Source: an optimization exercise on an open RTL-to-GDS flow (aim: small area, a short achievable clock period and few clock cycles). Production flows keep margins and buffers that such runs may drop. At most, simulation tests tie the RTL to the original design; equivalence was not proved. No activity file was given, so power comes from the tool's default toggle rates.

## chip
module chip #(
    parameter int IN_BYTES  = 7,
    parameter int OUT_BYTES = 6
)(
    input wire clk,
    input wire rst_n,
    input wire in_valid,
    output reg in_ready,
    input  wire [7:0] in_data,
    output reg out_valid,
    input wire out_ready,
    output reg [7:0] out_data
);
Size in the first run: roughly 530 cells after synthesis.
==> module chip, before the edit <==
module chip #(
    parameter int IN_BYTES  = 7,
    parameter int OUT_BYTES = 6
)(
    input wire clk,
    input wire rst_n,
    input wire in_valid,
    output reg in_ready,
    input  wire [7:0] in_data,
    output reg out_valid,
    input wire out_ready,
    output reg [7:0] out_data
);
    function automatic [7:0] crc8_upd(input [7:0] c, input [7:0] b);
        reg [7:0] t;
        integer i;
        begin
            t = c ^ b;
            for (i = 0; i < 8; i = i + 1)
                t = t[7] ? ((t << 1) ^ 8'h07) : (t << 1);
            crc8_upd = t;
        end
    endfunction
    function automatic [3:0] msb10(input [9:0] v);
        integer j;
        begin
            msb10 = 0;
            for (j = 0; j < 10; j = j + 1)
                if (v[j]) msb10 = j[3:0];
        end
    endfunction
    reg [2:0] icnt;      
    reg [7:0] din;       
    reg       acc_r;     
    reg [7:0] P;         
    reg       sg;        
    reg       dv;        
    reg       dfirst;    
    reg [9:0] S;         
    reg [7:0] Y;         
    reg [7:0] Z;         
    reg [7:0] crc_i;     
    reg       pok;       
    reg       full;      
    localparam [2:0] O_LOAD = 3'd0, O_B0 = 3'd1, O_B1 = 3'd2, O_B2 = 3'd3,
                     O_B3 = 3'd4, O_B4 = 3'd5, O_B5 = 3'd6, O_IDLE = 3'd7;
    reg [2:0] ost;
    reg       lat;       
    reg [3:0] sh;
    reg       ok;
    reg [7:0] crc_o;     
    wire accept = in_valid & in_ready;
    wire ovalid = (ost != O_LOAD) && (ost != O_IDLE);    
    wire fire   = ovalid & out_ready;
    wire k0   = (icnt == 3'd1);
    wire k1   = (icnt == 3'd2);
    wire k4   = (icnt == 3'd5);
    wire k5   = (icnt == 3'd6);
    wire k6   = (icnt == 3'd0);
    wire kodd = (icnt == 3'd2) || (icnt == 3'd4) || (icnt == 3'd6);
    wire       zpair = k5;
    wire [9:0] s_base = dfirst ? 10'd0 : S;
    wire [9:0] add_a  = dv ? s_base : {{2{P[7]}}, P};
    wire [9:0] add_b  = dv ? {2'b00, P ^ {8{sg}}} : {{2{~din[7]}}, ~din};
    wire       add_c  = dv ? sg : ~zpair;
    wire [9:0] asum   = add_a + add_b + {9'd0, add_c};
    wire [8:0] dnew   = asum[8:0] ^ {9{zpair}};
    wire [9:0] s_new  = asum;
    wire [7:0] crc_i_new = crc8_upd(k0 ? 8'h00 : crc_i, din);
    wire       proc6     = acc_r && k6;
    wire ost_end  = ost[2] & ost[1];                        
    wire latch_ok = full && !lat && ost_end;
    wire go       = (lat || latch_ok) && (ost == O_IDLE || (ost == O_B5 && out_ready));
    wire       use_z = ~ost[2] & ost[1];                    
    wire       hi    = ~ost[2] & ~ost[0];                   
    wire [7:0] v     = use_z ? Z : Y;
    wire [16:0] lsrc = {v[7], v, 8'h00};
    wire [16:0] lres = lsrc >> sh;
    wire        hbit = (sh[3] | (sh[2:0] == 3'd7)) ? v[7] : v[sh[2:0]];
    wire [7:0]  vbyte = ~ok ? 8'h00 : hi ? {{7{v[7]}}, hbit} : lres[7:0];
    wire [7:0]  crc_o_new = crc8_upd((ost == O_LOAD) ? 8'h00 : crc_o, vbyte);
    wire [2:0] icnt_inc = (icnt == 3'd6) ? 3'd0 : icnt + 3'd1;
    wire [2:0] icnt_n   = accept ? icnt_inc : icnt;
    wire       full_n   = (full & ~latch_ok) | proc6;
    wire       lat_n    = (lat | latch_ok) & ~go;
    wire [2:0] ost_n    = go ? O_LOAD : (ost == O_LOAD || fire) ? ost + 3'd1 : ost;
    wire on_byte  = (icnt == 3'd1) || (icnt == 3'd4) || (icnt == 3'd6);    
    wire pre_byte = (icnt == 3'd0) || (icnt == 3'd3) || (icnt == 3'd5);    
    wire t1 = (icnt == 3'd0) || (icnt == 3'd1);
    wire t4 = (icnt == 3'd3) || (icnt == 3'd4);
    wire       go0    = (lat || latch_ok) && (ost == O_IDLE);
    wire       go1    = (lat || latch_ok) && ost_end;
    wire       lat_n0 = (lat | latch_ok) & ~go0;
    wire       lat_n1 = (lat | latch_ok) & ~go1;
    wire [2:0] ost_n0 = go0 ? O_LOAD : (ost == O_LOAD) ? O_B0 : ost;
    wire [2:0] ost_n1 = go1 ? O_LOAD : (ost == O_LOAD || ovalid) ? ost + 3'd1 : ost;
    function automatic cond(input ty1, input ty4, input fl, input lt, input [2:0] os);
        if (ty1)      cond = ~fl | (~lt & os[2] & os[1]);    
        else if (ty4) cond = ~lt & (os[2] | os[1]);           
        else          cond = ~lt & os[2];                     
    endfunction
    wire c0 = cond(t1, t4, full_n, lat_n0, ost_n0);
    wire c1 = cond(t1, t4, full_n, lat_n1, ost_n1);
    wire c  = out_ready ? c1 : c0;
    wire ready_n = c | ~(on_byte | pre_byte) | (on_byte & accept) | (pre_byte & ~accept);
    always @(posedge clk) begin
        din <= in_data;
        if (!rst_n) begin
            icnt      <= 3'd0;
            acc_r     <= 1'b0;
            dv        <= 1'b0;
            full      <= 1'b0;
            lat       <= 1'b0;
            ost       <= O_IDLE;
            out_valid <= 1'b0;
            in_ready  <= 1'b1;
        end else begin
            icnt     <= icnt_n;
            acc_r    <= accept;
            full     <= full_n;
            lat      <= lat_n;
            ost      <= ost_n;
            in_ready <= ready_n;
            dv       <= acc_r & kodd;
            if (ost == O_LOAD) out_valid <= 1'b1;
            else if (fire && ost == O_B5) out_valid <= 1'b0;
        end
        if (acc_r) begin
            crc_i <= crc_i_new;
            if (k6) pok <= (crc_i_new == 8'h00);
            if (kodd) begin
                P      <= dnew[7:0];
                sg     <= dnew[8];
                dfirst <= k1;
            end else begin
                P      <= din;
            end
            if (k4) Y <= P;
            if (k6) Z <= P;
        end
        if (dv) S <= s_new;
        if (latch_ok) begin
            sh <= msb10(S);
            ok <= pok;
        end
        if (ost == O_LOAD) begin
            out_data <= vbyte;
            crc_o    <= crc_o_new;
        end else if (fire) begin
            case (ost)
                O_B0, O_B1, O_B2: out_data <= vbyte;
                O_B3:             out_data <= crc_o;
                O_B4:             out_data <= ok ? 8'h01 : 8'h02;
                default:          ;
            endcase
            if (ost == O_B0 || ost == O_B1 || ost == O_B2) crc_o <= crc_o_new;
        end
    end
endmodule
==> flow/config.mk <==
export PLATFORM = sky130hd
export DESIGN_NAME = chip
export DESIGN_NICKNAME = chip
export VERILOG_FILES = /design/flow/design.v
export SDC_FILE = /design/flow/constraint.sdc
export NUM_CORES = 4
export LEC_CHECK = 0
export CAP_MARGIN = 20
export CORE_MARGIN = 2
export CORE_UTILIZATION = 65
export CTS_BUF_LIST = sky130_fd_sc_hd__clkbuf_4 sky130_fd_sc_hd__clkbuf_8
export SLEW_MARGIN = 20
==> flow/constraint.sdc <==
create_clock -name core_clock -period 10.0 [get_ports {clk}]
set_input_delay 2.0000 -clock core_clock [delete_from_list [all_inputs] [get_ports {clk}]]
set_output_delay 2.0000 -clock core_clock [all_outputs]
set_load 0.01 [all_outputs]
standard.sh (not shown) runs the stock make flow with config.mk's settings and CLKGATE_MAP_FILE= SYNTH_SCRIPT=/design/flow/synth_recipe.tcl, a recipe that flattens the netlist after the stock synthesis.
==> flow/flow/run.sh <==
#!/bin/bash
# Standard ORFS layout (the standard.sh: unchanged synthesis, floorplan,
# power grid, placement, CTS and routing) with a tighter setup target for the
# timing repair steps, so that the resizer also shortens paths that already
# meet the 10 ns clock. The constraints (constraint.sdc) are not changed.
# make's full output goes to standard_make.log; each ORFS step keeps its own
# log under orfs/logs/.
set -euo pipefail
bash standard.sh SETUP_SLACK_MARGIN=7.0 "BUFFER_PORTS_ARGS=-buffer_cell sky130_fd_sc_hd__buf_1" finish > standard_make.log 2>&1
The starting point went through all stages and came out clean.
==> next run, changes <==
--- a/flow/design.v
+++ b/flow/design.v
@@ -56,19 +56,16 @@
     wire k1   = (icnt == 3'd2);
     wire k4   = (icnt == 3'd5);
     wire k5   = (icnt == 3'd6);
     wire k6   = (icnt == 3'd0);
     wire kodd = (icnt == 3'd2) || (icnt == 3'd4) || (icnt == 3'd6);
     wire       zpair = k5;
+    wire [8:0] tsum  = {P[7], P} + {~din[7], ~din} + {8'd0, ~zpair};
+    wire [8:0] dnew  = tsum ^ {9{zpair}};
     wire [9:0] s_base = dfirst ? 10'd0 : S;
-    wire [9:0] add_a  = dv ? s_base : {{2{P[7]}}, P};
-    wire [9:0] add_b  = dv ? {2'b00, P ^ {8{sg}}} : {{2{~din[7]}}, ~din};
-    wire       add_c  = dv ? sg : ~zpair;
-    wire [9:0] asum   = add_a + add_b + {9'd0, add_c};
-    wire [8:0] dnew   = asum[8:0] ^ {9{zpair}};
-    wire [9:0] s_new  = asum;
+    wire [9:0] s_new  = s_base + {2'b00, P ^ {8{sg}}} + {9'd0, sg};
     wire [7:0] crc_i_new = crc8_upd(k0 ? 8'h00 : crc_i, din);
     wire       proc6     = acc_r && k6;
     wire ost_end  = ost[2] & ost[1];                        
     wire latch_ok = full && !lat && ost_end;
     wire go       = (lat || latch_ok) && (ost == O_IDLE || (ost == O_B5 && out_ready));
     wire       use_z = ~ost[2] & ost[1];                    
Outcome: The changed run completed without violations; core utilization went down by 4.0 points; hold slack gets better by 0.011 ns; setup slack gets better by 0.037 ns; wire length went down by 14%; sequential share of layout area went up by 2.2 points; clock-buffer cell count is unchanged; synthesized cell count went down by 0.75%; synthesized area went down by 0.62%; combinational power went down by 9.6%; global-route usage went down by 2.7 points; sequential power stays flat; power went up by 0.63%; die area went down by 0.60%.
Testbench counts after the change, summed over its fixed seeds: cycles 2,760.
The RTL of the first run of this note was laid out without a check of its function.

* * *

Another version of the RTL of chip (not shown whole).
Size: ~540 cells after synthesis, roughly 86 flip-flops, about 22 I/O pins, roughly 5500 µm² of cells after synthesis.
// chip
module chip #(
    parameter int IN_BYTES  = 7,
    parameter int OUT_BYTES = 6
)(
    input wire clk,
    input wire rst_n,
    input wire in_valid,
    output reg in_ready,
    input  wire [7:0] in_data,
    output reg out_valid,
    input wire out_ready,
    output reg [7:0] out_data
);
    function automatic [7:0] crc8_upd(input [7:0] c, input [7:0] b);
        reg [7:0] t;
        integer i;
        begin
            t = c ^ b;
            for (i = 0; i < 8; i = i + 1)
                t = t[7] ? ((t << 1) ^ 8'h07) : (t << 1);
            crc8_upd = t;
        end
    endfunction
    function automatic [3:0] msb10(input [9:0] v);
        integer j;
        begin
            msb10 = 0;
            for (j = 0; j < 10; j = j + 1)
                if (v[j]) msb10 = j[3:0];
        end
    endfunction
    reg [2:0] icnt;      
    reg [7:0] din;       
    reg       acc_r;     
    reg [7:0] P;         
  ...
==> module chip, before the edit <==
module chip #(
    parameter int IN_BYTES  = 7,
    parameter int OUT_BYTES = 6
)(
    input wire clk,
    input wire rst_n,
    input wire in_valid,
    output reg in_ready,
    input  wire [7:0] in_data,
    output reg out_valid,
    input wire out_ready,
    output reg [7:0] out_data
);
    function automatic [7:0] crc8_upd(input [7:0] c, input [7:0] b);
        reg [7:0] t;
        integer i;
        begin
            t = c ^ b;
            for (i = 0; i < 8; i = i + 1)
                t = t[7] ? ((t << 1) ^ 8'h07) : (t << 1);
            crc8_upd = t;
        end
    endfunction
    function automatic [3:0] msb10(input [9:0] v);
        integer j;
        begin
            msb10 = 0;
            for (j = 0; j < 10; j = j + 1)
                if (v[j]) msb10 = j[3:0];
        end
    endfunction
    reg [2:0] icnt;      
    reg [7:0] din;       
    reg       acc_r;     
    reg [7:0] P;         
    reg       sg;        
    reg       dv;        
    reg       dfirst;    
    reg [9:0] S;         
    reg [7:0] Y;         
    reg [7:0] Z;         
    reg [7:0] crc_i;     
    reg       pok;       
    reg       full;      
    localparam [2:0] O_IDLE = 3'd0, O_LOAD = 3'd1, O_B0 = 3'd2, O_B1 = 3'd3,
                     O_B2 = 3'd4, O_B3 = 3'd5, O_B4 = 3'd6, O_B5 = 3'd7;
    reg [2:0] ost;       
    reg       lat;       
    reg [3:0] sh;
    reg       ok;
    reg [7:0] crc_o;     
    wire accept = in_valid & in_ready;
    wire ovalid = ost[2] | ost[1];           
    wire fire   = ovalid & out_ready;
    wire k0   = (icnt == 3'd1);
    wire k1   = (icnt == 3'd2);
    wire k4   = (icnt == 3'd5);
    wire k5   = (icnt == 3'd6);
    wire k6   = (icnt == 3'd0);
    wire kodd = (icnt == 3'd2) || (icnt == 3'd4) || (icnt == 3'd6);
    wire       zpair = k5;
    wire [8:0] tsum  = {P[7], P} + {~din[7], ~din} + {8'd0, ~zpair};
    wire [8:0] dnew  = tsum ^ {9{zpair}};
    wire [9:0] s_base = dfirst ? 10'd0 : S;
    wire [9:0] s_new  = s_base + {2'b00, P ^ {8{sg}}} + {9'd0, sg};
    wire [7:0] crc_i_new = crc8_upd(k0 ? 8'h00 : crc_i, din);
    wire       proc6     = acc_r && k6;
    wire latch_ok = full && !lat && (ost == O_IDLE || ost == O_B5);
    wire go       = (lat || latch_ok) && (ost == O_IDLE || (ost == O_B5 && out_ready));
    wire       use_z = (ost == O_B1) || (ost == O_B2);           
    wire       hi    = (ost == O_LOAD) || (ost == O_B1);         
    wire [7:0] v     = use_z ? Z : Y;
    wire [16:0] lsrc = {v[7], v, 8'h00};
    wire [16:0] lres = lsrc >> sh;
    wire        hbit = (sh[3] | (sh[2:0] == 3'd7)) ? v[7] : v[sh[2:0]];
    wire [7:0]  vbyte = ~ok ? 8'h00 : hi ? {{7{v[7]}}, hbit} : lres[7:0];
    wire [7:0]  crc_o_new = crc8_upd((ost == O_LOAD) ? 8'h00 : crc_o, vbyte);
    reg [2:0] icnt_n;
    reg       full_n;
    reg       lat_n;
    reg [2:0] ost_n;
    always @* begin
        icnt_n = icnt;
        if (accept) icnt_n = icnt_inc;
        full_n = (full & ~latch_ok) | proc6;
        lat_n  = (lat | latch_ok) & ~go;
        ost_n  = ost;
        if (go) ost_n = O_LOAD;
        else if (ost == O_LOAD) ost_n = O_B0;
        else if (fire) ost_n = (ost == O_B5) ? O_IDLE : ost + 3'd1;
    end
    wire [2:0] icnt_inc = (icnt == 3'd6) ? 3'd0 : icnt + 3'd1;
    wire is1 = accept ? (icnt == 3'd0) : (icnt == 3'd1);
    wire is4 = accept ? (icnt == 3'd3) : (icnt == 3'd4);
    wire is6 = accept ? (icnt == 3'd5) : (icnt == 3'd6);
    wire       go0 = (lat || latch_ok) && (ost == O_IDLE);
    wire       go1 = (lat || latch_ok) && (ost == O_IDLE || ost == O_B5);
    wire       lat_n0 = (lat | latch_ok) & ~go0;
    wire       lat_n1 = (lat | latch_ok) & ~go1;
    wire [2:0] ost_step = (ost == O_B5) ? O_IDLE : ost + 3'd1;
    wire [2:0] ost_n0 = go0 ? O_LOAD : (ost == O_LOAD) ? O_B0 : ost;
    wire [2:0] ost_n1 = go1 ? O_LOAD : (ost == O_LOAD) ? O_B0 : ovalid ? ost_step : ost;
    function automatic [2:0] conds(input fl, input lt, input [2:0] os);
        conds[0] = ~fl | (~lt & (os == O_IDLE || os == O_B5));
        conds[1] = ~fl & ~lt & ~(os == O_LOAD || os == O_B0);
        conds[2] = ~fl & ~lt & ~(os == O_LOAD || os == O_B0 || os == O_B1 || os == O_B2);
    endfunction
    wire [2:0] c0 = conds(full_n, lat_n0, ost_n0);
    wire [2:0] c1 = conds(full_n, lat_n1, ost_n1);
    wire [2:0] c  = out_ready ? c1 : c0;
    wire ready_n = ~((is1 & ~c[0]) | (is4 & ~c[1]) | (is6 & ~c[2]));
    always @(posedge clk) begin
        din <= in_data;
        if (!rst_n) begin
            icnt      <= 3'd0;
            acc_r     <= 1'b0;
            dv        <= 1'b0;
            full      <= 1'b0;
            lat       <= 1'b0;
            ost       <= O_IDLE;
            out_valid <= 1'b0;
            in_ready  <= 1'b1;
        end else begin
            icnt     <= icnt_n;
            acc_r    <= accept;
            full     <= full_n;
            lat      <= lat_n;
            ost      <= ost_n;
            in_ready <= ready_n;
            dv       <= acc_r & kodd;
            if (ost == O_LOAD) out_valid <= 1'b1;
            else if (fire && ost == O_B5) out_valid <= 1'b0;
        end
        if (acc_r) begin
            crc_i <= crc_i_new;
            if (k6) pok <= (crc_i_new == 8'h00);
            if (kodd) begin
                P      <= dnew[7:0];
                sg     <= dnew[8];
                dfirst <= k1;
            end else begin
                P      <= din;
            end
            if (k4) Y <= P;
            if (k6) Z <= P;
        end
        if (dv) S <= s_new;
        if (latch_ok) begin
            sh <= msb10(S);
            ok <= pok;
        end
        if (ost == O_LOAD) begin
            out_data <= vbyte;
            crc_o    <= crc_o_new;
        end else if (fire) begin
            case (ost)
                O_B0, O_B1, O_B2: out_data <= vbyte;
                O_B3:             out_data <= crc_o;
                O_B4:             out_data <= ok ? 8'h01 : 8'h02;
                default:          ;
            endcase
            if (ost == O_B0 || ost == O_B1 || ost == O_B2) crc_o <= crc_o_new;
        end
    end
endmodule
clock: 10.0 ns
lec_check: 0
cap_margin: 20
core_margin: 2
core_utilization: 65
cts_buf_list: sky130_fd_sc_hd__clkbuf_4 sky130_fd_sc_hd__clkbuf_8
slew_margin: 20
==> flow/flow/run.sh <==
#!/bin/bash
# Standard ORFS layout (the standard.sh: unchanged synthesis, floorplan,
# power grid, placement, CTS and routing) with a tighter setup target for the
# timing repair steps, so that the resizer also shortens paths that already
# meet the 10 ns clock. The constraints (constraint.sdc) are not changed.
# make's full output goes to standard_make.log; each ORFS step keeps its own
# log under orfs/logs/.
set -euo pipefail
bash standard.sh SETUP_SLACK_MARGIN=7.0 finish > standard_make.log 2>&1
The baseline passed the timing, design-rule and antenna checks.
Rerun with:
--- a/flow/design.v
+++ b/flow/design.v
@@ -47,14 +47,13 @@
     reg [2:0] ost;       
     reg       lat;       
     reg [3:0] sh;
     reg       ok;
     reg [7:0] crc_o;     
     wire accept = in_valid & in_ready;
-    wire ovalid = ost[2] | ost[1];           
-    wire fire   = ovalid & out_ready;
+    wire fire   = out_valid & out_ready;
     wire k0   = (icnt == 3'd1);
     wire k1   = (icnt == 3'd2);
     wire k4   = (icnt == 3'd5);
     wire k5   = (icnt == 3'd6);
     wire k6   = (icnt == 3'd0);
     wire kodd = (icnt == 3'd2) || (icnt == 3'd4) || (icnt == 3'd6);
@@ -71,47 +70,37 @@
     wire       hi    = (ost == O_LOAD) || (ost == O_B1);         
     wire [7:0] v     = use_z ? Z : Y;
     wire [16:0] lsrc = {v[7], v, 8'h00};
     wire [16:0] lres = lsrc >> sh;
     wire        hbit = (sh[3] | (sh[2:0] == 3'd7)) ? v[7] : v[sh[2:0]];
     wire [7:0]  vbyte = ~ok ? 8'h00 : hi ? {{7{v[7]}}, hbit} : lres[7:0];
-    wire [7:0]  crc_o_new = crc8_upd((ost == O_LOAD) ? 8'h00 : crc_o, vbyte);
+    wire [7:0]  crc_o_new = crc8_upd((ost == O_B0) ? 8'h00 : crc_o, out_data);
     reg [2:0] icnt_n;
     reg       full_n;
     reg       lat_n;
     reg [2:0] ost_n;
     always @* begin
         icnt_n = icnt;
-        if (accept) icnt_n = icnt_inc;
+        if (accept) icnt_n = (icnt == 3'd6) ? 3'd0 : icnt + 3'd1;
         full_n = (full & ~latch_ok) | proc6;
         lat_n  = (lat | latch_ok) & ~go;
         ost_n  = ost;
         if (go) ost_n = O_LOAD;
         else if (ost == O_LOAD) ost_n = O_B0;
         else if (fire) ost_n = (ost == O_B5) ? O_IDLE : ost + 3'd1;
     end
-    wire [2:0] icnt_inc = (icnt == 3'd6) ? 3'd0 : icnt + 3'd1;
-    wire is1 = accept ? (icnt == 3'd0) : (icnt == 3'd1);
-    wire is4 = accept ? (icnt == 3'd3) : (icnt == 3'd4);
-    wire is6 = accept ? (icnt == 3'd5) : (icnt == 3'd6);
-    wire       go0 = (lat || latch_ok) && (ost == O_IDLE);
-    wire       go1 = (lat || latch_ok) && (ost == O_IDLE || ost == O_B5);
-    wire       lat_n0 = (lat | latch_ok) & ~go0;
-    wire       lat_n1 = (lat | latch_ok) & ~go1;
-    wire [2:0] ost_step = (ost == O_B5) ? O_IDLE : ost + 3'd1;
-    wire [2:0] ost_n0 = go0 ? O_LOAD : (ost == O_LOAD) ? O_B0 : ost;
-    wire [2:0] ost_n1 = go1 ? O_LOAD : (ost == O_LOAD) ? O_B0 : ovalid ? ost_step : ost;
-    function automatic [2:0] conds(input fl, input lt, input [2:0] os);
-        conds[0] = ~fl | (~lt & (os == O_IDLE || os == O_B5));
-        conds[1] = ~fl & ~lt & ~(os == O_LOAD || os == O_B0);
-        conds[2] = ~fl & ~lt & ~(os == O_LOAD || os == O_B0 || os == O_B1 || os == O_B2);
-    endfunction
-    wire [2:0] c0 = conds(full_n, lat_n0, ost_n0);
-    wire [2:0] c1 = conds(full_n, lat_n1, ost_n1);
-    wire [2:0] c  = out_ready ? c1 : c0;
-    wire ready_n = ~((is1 & ~c[0]) | (is4 & ~c[1]) | (is6 & ~c[2]));
+    reg ready_n;
+    always @* begin
+        case (icnt_n)
+            3'd1:    ready_n = ~full_n | (~lat_n & (ost_n == O_IDLE || ost_n == O_B5));
+            3'd4:    ready_n = ~full_n & ~lat_n & ~(ost_n == O_LOAD || ost_n == O_B0);
+            3'd6:    ready_n = ~full_n & ~lat_n & ~(ost_n == O_LOAD || ost_n == O_B0 ||
+                                                    ost_n == O_B1 || ost_n == O_B2);
+            default: ready_n = 1'b1;
+        endcase
+    end
     always @(posedge clk) begin
         din <= in_data;
         if (!rst_n) begin
             icnt      <= 3'd0;
             acc_r     <= 1'b0;
             dv        <= 1'b0;
@@ -146,19 +135,17 @@
         end
         if (dv) S <= s_new;
         if (latch_ok) begin
             sh <= msb10(S);
             ok <= pok;
         end
-        if (ost == O_LOAD) begin
-            out_data <= vbyte;
-            crc_o    <= crc_o_new;
-        end else if (fire) begin
+        if (ost == O_LOAD) out_data <= vbyte;
+        else if (fire) begin
             case (ost)
                 O_B0, O_B1, O_B2: out_data <= vbyte;
-                O_B3:             out_data <= crc_o;
+                O_B3:             out_data <= crc_o_new;
                 O_B4:             out_data <= ok ? 8'h01 : 8'h02;
                 default:          ;
             endcase
             if (ost == O_B0 || ost == O_B1 || ost == O_B2) crc_o <= crc_o_new;
         end
     end
Sequential power went down by 5.1%.
Cell area went down by about 3.6%.
Setup slack gains 0.12 ns.
Die area went down by about 0.34%.
Critical path depth went down by 5.
Synthesized cell count went down by 4.6%.
Power went down by 8.1%.
Clock power went up by about 8%.
Core utilization went down by 2.7 points.
Combinational power went down by 16%.
Final cell count went down by 4.8%.
No run of this note included a check of the RTL's function; only the layout flow was run.

[re-timing with driven ports]
In the flow no input, the clock included, has a driving cell. The finished layouts below were timed again as built, in two steps. Step 1 assumes that a clkbuf_16 drives the clock port and a buf_2 every other input. Step 2, shift: input delay + t, output delay - t, t = (earliest + latest rising clock arrival at the registers) / 2. This alone moves slack from input paths to output paths. Slacks: no drivers / after step 1 / after step 2; pairs: no drivers / after step 1.
| run | shift t [ns] | setup slack, ns | cell pins on the clock port's net |
|---|---|---|---|
| the first run of note 1 | 0.383 | 7.042 / 7.042 / 6.733 | 1 |
| the second run of note 1 | 0.394 | 7.079 / 7.046 / 6.786 | 1 |
| the first run of note 2 | 0.384 | 6.890 / 6.885 / 6.502 | 1 |
| the second run of note 2 | 0.400 | 7.009 / 6.992 / 6.601 | 1 |
After both steps every run listed still meets setup and hold. The setup slack of the second run of note 2, which loses most, moves by -0.017 ns with the drivers and by -0.408 ns with both steps.
